What follows belongs to an exercise in optimizing a design on an open flow for a short achievable clock period and few clock cycles; a production flow would make more cautious choices. Only simulation tests tie the RTL to the original design; equivalence was not proved. The clock port is modelled as an ideal driver; clocking choices that lean on that would not hold on a real chip. No activity file was given, so power comes from the tool's default toggle rates.

==> exp/umber: inputs <==
Design top, start of the top module:
module top(input clk, sys_rst,
           input [15:0] din,
           output [15:0] dout,
           output dout_valid,
           output din_ack,
           output [15:0] imem_addr,
           input [31:0] imem_data,
           output halted
);
==> flow/config.mk <==
export PLATFORM = sky130hd
export DESIGN_NAME = top
export DESIGN_NICKNAME = top
export VERILOG_FILES = /design/flow/design.v
export SDC_FILE = /design/flow/constraint.sdc
export NUM_CORES = 8
export LEC_CHECK = 0
export CAP_MARGIN = 20
export CORE_MARGIN = 2
export CORE_UTILIZATION = 50
export SLEW_MARGIN = 40
export SYNTH_HIERARCHICAL = 1
==> flow/constraint.sdc <==
create_clock -name core_clock -period 11.0 [get_ports {clk}]
set_input_delay 2.2000 -clock core_clock [delete_from_list [all_inputs] [get_ports {clk}]]
set_output_delay 2.2000 -clock core_clock [all_outputs]
set_load 0.01 [all_outputs]
standard.sh (not shown) runs the stock make flow with config.mk's settings and CLKGATE_MAP_FILE= SYNTH_SCRIPT=/design/flow/synth_recipe.tcl, a recipe that flattens the netlist after the stock synthesis.
==> flow/flow/run.sh <==
#!/bin/bash
# Standard ORFS layout with: synthesis mapped for delay (no full-adder cells,
# modules synthesized separately), plain buffers on the ports, setup repair
# aimed well inside the clock period (stepwise after CTS, see post_cts.tcl),
# antenna repair with a margin in global routing (pre_grt.tcl), and a wider
# slew margin for the repair of slews before routing.
# The make output is in flow.log, each step's log in orfs/logs.
set -e
export BUFFER_PORTS_ARGS="-buffer_cell sky130_fd_sc_hd__buf_4"
export POST_CTS_TCL=$PWD/flow/post_cts.tcl
export PRE_GLOBAL_ROUTE_TCL=$PWD/flow/pre_grt.tcl
bash standard.sh ADDER_MAP_FILE= ABC_CLOCK_PERIOD_IN_PS=1000 SETUP_SLACK_MARGIN=7.5 TNS_END_PERCENT=5 \
    CORE_UTILIZATION=50 SYNTH_HIERARCHICAL=1 SLEW_MARGIN=40 finish > flow.log 2>&1
==> flow/flow/post_cts.tcl <==
# Stronger setup repair after CTS: raise the target step by step, so that the
# repair does not stall on the worst path before the others are fixed.
foreach m {6.0 6.5 7.0 7.2 7.4 7.6 7.8} {
  log_cmd repair_timing -setup -setup_margin $m -repair_tns 100 -max_passes 200 -match_cell_footprint
}
set result [catch { detailed_placement } msg]
if { $result != 0 } { error "Detailed placement failed after repair: $msg" }
check_placement -verbose
==> flow/flow/pre_grt.tcl <==
# Repair antennas in global routing with a margin, so that detailed routing
# finds none left and does not have to route again after inserting diodes.
rename repair_antennas orfs_repair_antennas
proc repair_antennas {args} { orfs_repair_antennas {*}$args -ratio_margin 30 }
==> exp/cedar (differences from exp/umber) <==
--- a/flow/design.v
+++ b/flow/design.v
@@ -34,18 +34,17 @@
     reg [15:0] f_pc;
     reg [31:0] f_w0, f_w1;
     reg        d_v, s_v;
     reg [31:0] d_ir, s_ir;
     reg [15:0] d_pc, d_pcp1;
     reg [15:0] s_pc, s_pcp1;
     reg        d_eqt, d_eqn, s_eqt, s_eqn;    
     reg [13:0] d_dec, s_dec;              
-    reg [31:0] d_o1, d_o2, d_od, s_o1, s_o2, s_od;   
-    reg [31:0] d_tix0, d_tix1, d_tix2, d_nix0, d_nix1, d_nix2, s_tix, s_nix;
+    reg [31:0] d_tix, d_nix, s_tix, s_nix;    
     reg        hlt;                       
     reg        halted_r;
     localparam NB = 8;
     reg [NB-1:0] bt_v;
     reg [9:0]    bt_pc  [0:NB-1];          
     reg [15:0]   bt_tgt [0:NB-1];
     reg [1:0]    bt_ctr [0:NB-1];
     reg [2:0]    bt_ptr;
@@ -94,32 +93,37 @@
     wire        m_zhi;
     vp_add32 madd(.s(m_s), .c(m_c), .sum(m_prod), .zhi(m_zhi));
     wire [15:0] m_lo = m_prod[15:0];
     wire [15:0] x_sum, x_log;
     wire        x_cout, x_zsum, x_zlog, x_ovf;
     wire        fl, redirect;
     wire [5:0]  fl_k;
     wire        fl_early, rd1, rd0;
-    wire [4:0]  fl_e;
-    wire        x_mz;
-    vp_alu alu(.a(x_a), .b(x_ba), .bl(x_bl), .cin(x_cin), .tt(x_tt), .p(x_p), .sg(SGPR),
-               .k(fl_k), .e(fl_e), .fl_early(fl_early), .rd1(rd1), .rd0(rd0), .mz(x_mz),
+    vp_alu alu(.a(x_a), .b(x_ba), .bl(x_bl), .cin(x_cin), .tt(x_tt),
+               .k(fl_k), .fl_early(fl_early), .rd1(rd1), .rd0(rd0),
                .sum(x_sum), .cout(x_cout), .zsum(x_zsum), .ovf(x_ovf), .log(x_log), .zlog(x_zlog),
                .fl(fl), .redirect(redirect));
     wire [15:0] sgpr_now = m_v ? m_prod[31:16] : SGPR;
     wire [15:0] x_res_b = x_sadd ? x_sum :
                           x_slog ? x_log :
                           x_ssg  ? SGPR  : x_p;
     wire [15:0] x_res = (x_ssg & m_v) ? m_prod[31:16] : x_res_b;
+    wire x_mz = (x_a == 16'h0) | (x_bl == 16'h0);
     wire xf_S = x_res[15];
     wire xf_Z = (x_ssg & m_v) ? m_zhi : ~|x_res_b;
     wire xf_C = x_add & x_cout;
     wire xf_V = (x_add | x_sub) & x_ovf;
     wire xa = x_v & ~x_mul;               
+    wire eZx = x_sadd ? x_zsum : x_slog ? x_zlog : x_ssg ? ~|SGPR : ~|x_p;
+    wire eSx = x_sadd ? x_sum[15] : x_slog ? x_log[15] : x_ssg ? SGPR[15] : x_p[15];
+    wire eS = xa ? eSx : fS;
+    wire eZ = x_v ? (x_mul ? x_mz : eZx) : (m_v ? m_z : fZ);
+    wire eC = xa ? xf_C : ((x_v | m_v) ? 1'b0 : fC);
+    wire eV = xa ? xf_V : ((x_v | m_v) ? 1'b0 : fV);
     reg [31:0] ms_n, mc_n;
     function [63:0] csa;    
         input [31:0] p, q, r;
         csa = {(((p & q) | (p & r) | (q & r)) << 1), p ^ q ^ r};
     endfunction
     reg [31:0] pp [0:15];
     reg [31:0] l1 [0:10];
     reg [31:0] l2 [0:7];
@@ -205,42 +209,41 @@
     wire m_t = ~eq_t;                     
     wire mis_f1 = d_inv ? m_n : m_t;      
     wire mis_f0 = d_inv ? m_t : m_n;      
     wire tC = d_dec[10];
     wire tS = d_dec[11];
     wire tZ = d_dec[12];
     wire tV = d_dec[13];
     wire xo = xa & ~x_sadd & ~x_slog;     
-    assign fl_early = (tZ & ~x_v & (m_v ? m_z : fZ)) |
-                      (tS & ~xa & fS) |
-                      (tC & ~x_v & ~m_v & fC) |
-                      (tV & ~x_v & ~m_v & fV);
-    assign fl_e = {tS & xo & x_ssg, tS & xo & ~x_ssg, tZ & x_v & x_mul,
-                   tZ & xo & x_ssg, tZ & xo & ~x_ssg};
+    assign fl_early = (tZ & ((xo & (x_ssg ? ~|SGPR : ~|x_p)) | (x_v & x_mul & x_mz) |
+                           (~x_v & (m_v ? m_z : fZ)))) |
+                    (tS & ((xo & (x_ssg ? SGPR[15] : x_p[15])) | (~xa & fS))) |
+                    (tC & ~x_v & ~m_v & fC) |
+                    (tV & ~x_v & ~m_v & fV);
     assign fl_k = {tV & xa & (x_add | x_sub), tC & xa & x_add, tS & xa & x_slog,
                    tS & xa & x_sadd, tZ & xa & x_slog, tZ & xa & x_sadd};
     wire m_nc = d_jmp ? m_t : m_n;
     assign rd1 = d_pop & (d_cnd ? mis_f1 : m_nc);    
     assign rd0 = d_pop & (d_cnd ? mis_f0 : m_nc);    
     wire could = rd1 | rd0;                        
     wire d_cond = d_jmp | (d_cnd & (fl ^ d_inv));    
     wire cond_r = ((tC & fC) | (tS & fS) | (tZ & fZ) | (tV & fV)) ^ d_inv;
     wire r_t = d_jmp | (d_cnd & (stale ? cond_r : m_t));
     wire xw = xa & x_wr;
-    function [15:0] gsel1;
-        input [31:0] oh;
+    function [15:0] gsel;
+        input [4:0] ix;
         integer j;
         begin
-            gsel1 = 16'h0;
+            gsel = 16'h0;
             for (j = 0; j < 32; j = j + 1)
-                gsel1 = gsel1 | (GPR[j] & {16{oh[j]}});
+                gsel = gsel | (GPR[j] & {16{ix == j}});
         end
     endfunction
-    wire [15:0] gA = gsel1(d_o1), gB = gsel1(d_o2), gD = gsel1(d_od);
+    wire [15:0] gA = gsel(d_rs1), gB = gsel(d_rs2), gD = gsel(d_rd);
     wire [15:0] rA  = (xw && x_rd == d_rs1) ? x_res_b : (m_v && m_rd == d_rs1) ? m_lo :
                       (wb_v && wb_rd == d_rs1) ? wb_val : gA;
     wire [15:0] rB  = (xw && x_rd == d_rs2) ? x_res_b : (m_v && m_rd == d_rs2) ? m_lo :
                       (wb_v && wb_rd == d_rs2) ? wb_val : gB;
     wire [15:0] rD  = (xw && x_rd == d_rd)  ? x_res_b : (m_v && m_rd == d_rd)  ? m_lo :
                       (wb_v && wb_rd == d_rd)  ? wb_val : gD;
     wire [15:0] opB = d_imm ? d_isrc : rB;
     wire [15:0] mv  = (x_v && x_st  && x_ma == d_isrc[3:0]) ? x_a :
@@ -270,22 +273,22 @@
         endcase
     end
     reg         t_h, n_h;
     reg  [31:0] t_w0, t_w1, n_w0, n_w1;
     always @(*) begin
         t_h = 1'b0; n_h = 1'b0;
         t_w0 = 32'h0; t_w1 = 32'h0; n_w0 = 32'h0; n_w1 = 32'h0;
         for (i = 0; i < NC; i = i + 1) begin
-            t_h  = t_h  | (cp_v[i] & d_tix0[i] & (cp_tag[i] == d_isrc[15:5]));
-            n_h  = n_h  | (cp_v[i] & d_nix0[i] & (cp_tag[i] == d_pcp1[15:5]));
-            t_w0 = t_w0 | (cp_w0[i] & {32{d_tix1[i]}});
-            t_w1 = t_w1 | (cp_w1[i] & {32{d_tix2[i]}});
-            n_w0 = n_w0 | (cp_w0[i] & {32{d_nix1[i]}});
-            n_w1 = n_w1 | (cp_w1[i] & {32{d_nix2[i]}});
+            t_h  = t_h  | (cp_v[i] & d_tix[i] & (cp_tag[i] == d_isrc[15:5]));
+            n_h  = n_h  | (cp_v[i] & d_nix[i] & (cp_tag[i] == d_pcp1[15:5]));
+            t_w0 = t_w0 | (cp_w0[i] & {32{d_tix[i]}});
+            t_w1 = t_w1 | (cp_w1[i] & {32{d_tix[i]}});
+            n_w0 = n_w0 | (cp_w0[i] & {32{d_nix[i]}});
+            n_w1 = n_w1 | (cp_w1[i] & {32{d_nix[i]}});
         end
     end
     wire [15:0] t_a1 = d_isrc + 16'd1;
     wire [15:0] t_a2 = d_isrc + 16'd2;
     wire [15:0] n_a1 = d_pcp1 + 16'd1;
     wire [15:0] n_a2 = d_pcp1 + 16'd2;
     wire [15:0] r_a0 = r_t ? d_isrc : d_pcp1;
     wire [15:0] r_a1 = r_t ? t_a1 : n_a1;
@@ -300,19 +303,16 @@
     wire s_v_n  = d_free ? (s_v & a_v) : (s_v | a_v);
     wire fetch_ok = ~kill_e & ~s_v_n;
     wire [15:0] a_isrc = imem_data[15:0];
     wire ej = a_v & ~a_bpt & (imem_data[31:27] == OP_JUMP);
     wire a_eqt_e = ej | (a_isrc == a_pred);
     wire a_eqn_e = ~ej & a_eqn;
     wire [31:0] a_tix = 32'h1 << imem_data[4:0];
     wire [31:0] a_nix = 32'h1 << a_pcp1[4:0];
-    wire [31:0] a_o1 = 32'h1 << imem_data[21:17];
-    wire [31:0] a_o2 = 32'h1 << imem_data[15:11];
-    wire [31:0] a_od = 32'h1 << imem_data[26:22];
     wire inflight = ~r_h & (r_a0 == PC);
     assign halted     = halted_r;
     assign dout       = x_mv;
     assign dout_valid = x_dout;
     assign din_ack    = x_din;
     always @(posedge clk) begin
         if (sys_rst) begin
             PC   <= 16'h0;
@@ -364,39 +364,31 @@
         w_pc   <= a_pc;
         w_w    <= imem_data;
         y_pc   <= w_pc;
         y_pcp1 <= w_pc + 16'd1;
         y_w    <= w_w;
         if (d_free) begin
             if (redirect) begin
                 d_ir <= r_w0; d_pc <= r_a0; d_pcp1 <= r_a1; d_eqt <= 1'b0; d_eqn <= 1'b1; d_dec <= dec(r_w0);
-                d_tix0 <= 32'h1 << r_w0[4:0]; d_tix1 <= 32'h1 << r_w0[4:0]; d_tix2 <= 32'h1 << r_w0[4:0];
-                d_nix0 <= 32'h1 << r_a1[4:0]; d_nix1 <= 32'h1 << r_a1[4:0]; d_nix2 <= 32'h1 << r_a1[4:0];
-                d_o1 <= 32'h1 << r_w0[21:17]; d_o2 <= 32'h1 << r_w0[15:11]; d_od <= 32'h1 << r_w0[26:22];
+                d_tix <= 32'h0; d_nix <= 32'h1 << r_a1[4:0];
             end else if (s_v) begin
                 d_ir <= s_ir; d_pc <= s_pc; d_pcp1 <= s_pcp1; d_eqt <= s_eqt; d_eqn <= s_eqn; d_dec <= s_dec;
-                d_tix0 <= s_tix; d_tix1 <= s_tix; d_tix2 <= s_tix;
-                d_nix0 <= s_nix; d_nix1 <= s_nix; d_nix2 <= s_nix;
-                d_o1 <= s_o1; d_o2 <= s_o2; d_od <= s_od;
+                d_tix <= s_tix; d_nix <= s_nix;
             end else begin
                 d_ir <= imem_data; d_pc <= a_pc; d_pcp1 <= a_pcp1; d_eqt <= a_eqt_e; d_eqn <= a_eqn_e; d_dec <= dec(imem_data);
-                d_tix0 <= a_tix; d_tix1 <= a_tix & {32{a_v}}; d_tix2 <= a_tix & {32{a_ok}};
-                d_nix0 <= a_nix; d_nix1 <= a_nix & {32{a_v}}; d_nix2 <= a_nix & {32{a_ok}};
-                d_o1 <= a_o1; d_o2 <= a_o2; d_od <= a_od;
+                d_tix <= a_tix; d_nix <= a_nix;
             end
         end
         if (could & ~s_v) begin
             s_ir <= r_w1; s_pc <= r_a1; s_pcp1 <= r_a2; s_eqt <= 1'b0; s_eqn <= 1'b1; s_dec <= dec(r_w1);
-            s_tix <= 32'h1 << r_w1[4:0]; s_nix <= 32'h1 << r_a2[4:0];
-            s_o1 <= 32'h1 << r_w1[21:17]; s_o2 <= 32'h1 << r_w1[15:11]; s_od <= 32'h1 << r_w1[26:22];
+            s_tix <= 32'h0; s_nix <= 32'h1 << r_a2[4:0];
         end else if (d_free == s_v) begin
             s_ir <= imem_data; s_pc <= a_pc; s_pcp1 <= a_pcp1; s_eqt <= a_eqt_e; s_eqn <= a_eqn_e; s_dec <= dec(imem_data);
             s_tix <= a_tix; s_nix <= a_nix;
-            s_o1 <= a_o1; s_o2 <= a_o2; s_od <= a_od;
         end
     end
     always @(posedge clk) begin
         f_pc <= y_pc;
         f_w0 <= y_w;
         f_w1 <= w_w;
         if (f_go) begin
             cp_tag[f_pc[4:0]] <= f_pc[15:5];
@@ -513,18 +505,18 @@
             end else if (u_tk) begin
                 bt_pc[bt_ptr]  <= u_pc[9:0];
                 bt_tgt[bt_ptr] <= u_tgt;
                 bt_ctr[bt_ptr] <= 2'b11;
             end
         end
     end
 endmodule
-module vp_alu(input [15:0] a, b, bl, input cin, input [3:0] tt, input [15:0] p, sg,
-              input [5:0] k, input [4:0] e, input fl_early, rd1, rd0, output mz,
+module vp_alu(input [15:0] a, b, bl, input cin, input [3:0] tt,
+              input [5:0] k, input fl_early, rd1, rd0,
               output [15:0] sum, output cout, zsum, ovf,
               output [15:0] log, output zlog, output fl, redirect);
     genvar g;
     wire [15:0] ag = a & b;
     wire [15:0] ap = a ^ b;
     wire [15:0] pg [0:4];
     wire [15:0] pp [0:4];
     assign pg[0] = {ag[15:1], ag[0] | (ap[0] & cin)};
@@ -540,20 +532,18 @@
         end
     endgenerate
     wire [16:0] c = {pg[4], cin};               
     assign sum  = ap ^ c[15:0];
     assign cout = c[16];
     assign zsum = (ap[0] == cin) & (&(ap[15:1] ~^ (a[14:0] | b[14:0])));
     assign ovf  = c[15] ^ c[16];
     assign zlog = ~|log;
-    assign mz = ~|a | ~|bl;
     assign fl = fl_early | (k[0] & zsum) | (k[1] & zlog) | (k[2] & sum[15]) |
-                (k[3] & log[15]) | (k[4] & cout) | (k[5] & ovf) |
-                (e[0] & ~|p) | (e[1] & ~|sg) | (e[2] & mz) | (e[3] & p[15]) | (e[4] & sg[15]);
+                (k[3] & log[15]) | (k[4] & cout) | (k[5] & ovf);
     assign redirect = fl ? rd1 : rd0;
 endmodule
 module vp_add32(input [31:0] s, c, output [31:0] sum, output zhi);
     assign sum = s + c;
     wire [16:0] lo = {1'b0, s[15:0]} + {1'b0, c[15:0]};
     wire [15:0] hp = s[31:16] ^ c[31:16];
     assign zhi = (hp[0] == lo[16]) & (&(hp[15:1] ~^ (s[30:16] | c[30:16])));
 endmodule
==> flow/flow/run.sh (replaced) <==
#!/bin/bash
# Standard ORFS layout with: synthesis mapped for delay (no full-adder cells,
# modules synthesized separately), plain buffers on the ports, setup repair
# aimed well inside the clock period (stepwise after CTS, see post_cts.tcl),
# and antenna repair with a margin in global routing (pre_grt.tcl).
# The make output is in flow.log, each step's log in orfs/logs.
set -e
export BUFFER_PORTS_ARGS="-buffer_cell sky130_fd_sc_hd__buf_4"
export POST_CTS_TCL=$PWD/flow/post_cts.tcl
export PRE_GLOBAL_ROUTE_TCL=$PWD/flow/pre_grt.tcl
bash standard.sh ADDER_MAP_FILE= ABC_CLOCK_PERIOD_IN_PS=1000 SETUP_SLACK_MARGIN=7.5 TNS_END_PERCENT=5 \
    CORE_UTILIZATION=50 SYNTH_HIERARCHICAL=1 finish > flow.log 2>&1
- SLEW_MARGIN: 40 -> 20
==> notes.md <==
full die area=387000 µm²; Met3 Wirelength=175 mm; fill count=28900; max-slew violation count=7; Failing Checks=slew limit; Lkg Pwr=76.1 nW; Worst Reg-to-Reg Cells=13; TritonRoute pass-1 iters=12; pin slew with the least headroom to its limit=1510 ps; status=failed layout checks
[end of results for exp/cedar]
==> notes.md <==
status=timing/DRC/antenna clean; fill count=31300; Met3 Wirelength=169 mm; Max power group=combinational cells; # setup viols final=0; TritonRoute pass-1 iters=20; pin slew with the least headroom to its limit=1090 ps; max-slew violation count=0; Worst Reg-to-Reg Cells=17
[end of results for exp/umber]
Testbench counts of exp/umber, summed over its fixed seeds: cycles 71,631.
Testbench counts of exp/cedar, summed over its fixed seeds: cycles 72,093.

-- re-timing with driven ports --
No port has a modelled driver above. Below, the same layouts with a new extraction and two added sets of constraints.
Step 1, drivers: a clkbuf_16 drives clk and a buf_2 each remaining input, both assumed.
Step 2 also shifts input and output timing later by t, the mid clock arrival at the registers, as if the neighbouring blocks saw the same clock.
a / b / c = ideal / step 1 / step 2; a / b = the first two.
run	shift t [ns]	setup WS [ns]	hold slack, ns
exp/umber	1.179	7.025 / 6.907 / 6.210	0.293 / 0.293 / 0.293
exp/cedar	1.155	7.084 / 6.988 / 6.426	0.321 / 0.321 / 0.321
For exp/umber, which loses most, drivers alone change the setup slack by -0.118 ns; drivers and shift together by -0.815 ns.
